Source: an optimization exercise on an open RTL-to-GDS flow (aim: small area and a short achievable clock period). Production flows keep margins and buffers that such runs may drop. Function was checked by simulation only, so behaviour that the tests miss may differ from the original. Power figures rest on the tool's default switching activity, not on a simulated workload.

Setup of v19:
## three_stage_mult
module three_stage_mult(input [15:0] a, input [15:0] b, output [31:0] out, input clk);
Size: ~130 flip-flops, about 9300 µm² of cells after synthesis.
clock: 8.0 ns
lec_check: 0
cap_margin: 20
core_margin: 2
core_utilization: 40
setup_slack_margin: 5
slew_margin: 20
synth_hierarchical: 1
run.sh (not shown) runs the stock make flow with config.mk's settings and CLKGATE_MAP_FILE= SYNTH_SCRIPT=/design/flow/synth_recipe.tcl, a recipe that flattens the netlist after the stock synthesis.
v19 ran to completion and came out clean on the timing, design-rule and antenna checks.
### v19 -> v55
- changing SETUP_SLACK_MARGIN from 5 to 4.5
==> comparison <==
v55 finished all stages; the layout is clean.
Per the final summary, v19 finished and its layout is clean on timing, DRC and antenna.
Compared with v19, v55 degrades worst path setup slack after routing.
Comparing v19 and v55, the higher placer's final routability congestion estimate is on v19.
v55 vs. v19: final area decreased 5.3%, routed via count decreased 260, worst-path maximum fanout increased 2.
Slowest cell on the critical path = sky130_fd_sc_hd__dfxtp_1: v55; slowest cell on the critical path = sky130_fd_sc_hd__fa_1: v19
v55: utilization after layout is 2.6 points lower than what v19 reported.
As far as met1 capacity usage during global routing is concerned, v55 and v19 perform about the same.
## Diff of input files: v14 against v55
- SETUP_SLACK_MARGIN removed (was 4.5)
Notes after the runs:
- v14: full flow OK, the timing, design-rule and antenna checks passed
- The share of total power consumed by net switching was comparable across v14 and v55.
- Between v55 and v14, count of plain and timing-repair buffers increased.
- v14 ends up with lower share of total power in sequential cells than v55 does.
What v9 does differently from v14 at the input level:
- CTS_BUF_LIST now sky130_fd_sc_hd__clkbuf_8, previously not set
- CTS_CLUSTER_DIAMETER now 100, previously not set
- CTS_CLUSTER_SIZE now 30, previously not set
- SETUP_SLACK_MARGIN now 5, previously not set
==> flow/flow/run.sh (new file) <==
#!/bin/bash
# Own layout flow: the standard synthesis and layout, except that the port
# buffers are plain buffers (buffer_ports -buffer_cell) rather than the delay
# buffers buffer_ports picks by default. Each step's full output goes to its own log.
set -euo pipefail
bash standard.sh synth > flow_synth.log 2>&1
bash standard.sh "BUFFER_PORTS_ARGS=-buffer_cell sky130_fd_sc_hd__buf_2" finish > flow_layout.log 2>&1
==> flow/standard.sh (new file) <==
#!/bin/bash
# synth_recipe.tcl (not shown) runs the flow's synth.tcl, then flattens the netlist and writes it again
# the make line also repeats each setting of config.mk as NAME=value (left out here)
make -C /OpenROAD-flow-scripts/flow DESIGN_CONFIG=/design/flow/config.mk WORK_HOME=/design/flow/orfs CLKGATE_MAP_FILE= SYNTH_SCRIPT=/design/flow/synth_recipe.tcl "${@:-finish}"
removed: flow/run.sh
Notes after the runs:
v9 against v14: maximum frequency shows an increase of 19%; max-capacitance violation count essentially unchanged. Relative to v14, later-pin clock latency in the skew report increased by 0.02 ns in v9. Summary of v9 over v14: met2 wirelength from detailed routing rose 310 µm, wire length of the first global-routing pass fell about 0.66%. Compared with v14, v9 shows a lower number of inserted filler cells in the final layout. Number of cells after detailed placement: v9 vs v14 — no meaningful difference. Sequential share of layout area in v9 is 0.69 points above v14.
Setup changes, v9 to v34
- removing CTS_CLUSTER_SIZE (formerly 30)
- removing CTS_BUF_LIST (formerly sky130_fd_sc_hd__clkbuf_8)
- removing SETUP_SLACK_MARGIN (formerly 5)
- setting PLACE_DENSITY to 0.75 for the first time
- changing CORE_UTILIZATION from 40 to 65
- removing CTS_CLUSTER_DIAMETER (formerly 100)
==> flow/run.sh (new file) <==
#!/bin/bash
# synth_recipe.tcl (not shown) runs the flow's synth.tcl, then flattens the netlist and writes it again
# the make line also repeats each setting of config.mk as NAME=value (left out here)
make -C /OpenROAD-flow-scripts/flow DESIGN_CONFIG=/design/flow/config.mk WORK_HOME=/design/flow/orfs CLKGATE_MAP_FILE= SYNTH_SCRIPT=/design/flow/synth_recipe.tcl finish
removed: flow/flow/run.sh
removed: flow/standard.sh
==> run summary <==
Between v9 and v34, the non-clock buffer total of the final layout is higher for v9.
The number of gates resized after cts reported for v34 is smaller than that of v9 by 73.
| cell area | higher: v9 |
On v34: initial DRC count is about 40% higher than what v9 gave.

port drivers added, routing unchanged:
In the flow no input, the clock included, has a driving cell. The finished layouts below were timed again as built, in two steps.
Step 1, drivers: a clkbuf_16 drives clk and a buf_2 each remaining input, both assumed.
Step 2, shift: input delay + t, output delay - t, t = (earliest + latest rising clock arrival at the registers) / 2. This alone moves slack from input paths to output paths.
Slacks: ideal / step 1 / step 2; pairs: ideal / step 1.
run	t, ns	setup WS [ns]	worst setup path after step 2	latest minus earliest clock arrival (ns)	pins driven straight from the clock port
v19	0.463	5.047 / 5.047 / 5.047	register to register	0.010 / 0.010	1
v55	0.466	4.573 / 4.573 / 4.573	register to register	0.007 / 0.007	1
v14	0.466	4.514 / 4.514 / 4.514	register to register	0.009 / 0.008	1
v9	0.490	5.061 / 5.061 / 5.061	register to register	0.014 / 0.014	1
v34	0.458	4.492 / 4.492 / 4.492	register to register	0.008 / 0.007	1
After both steps every run listed still meets setup and hold.
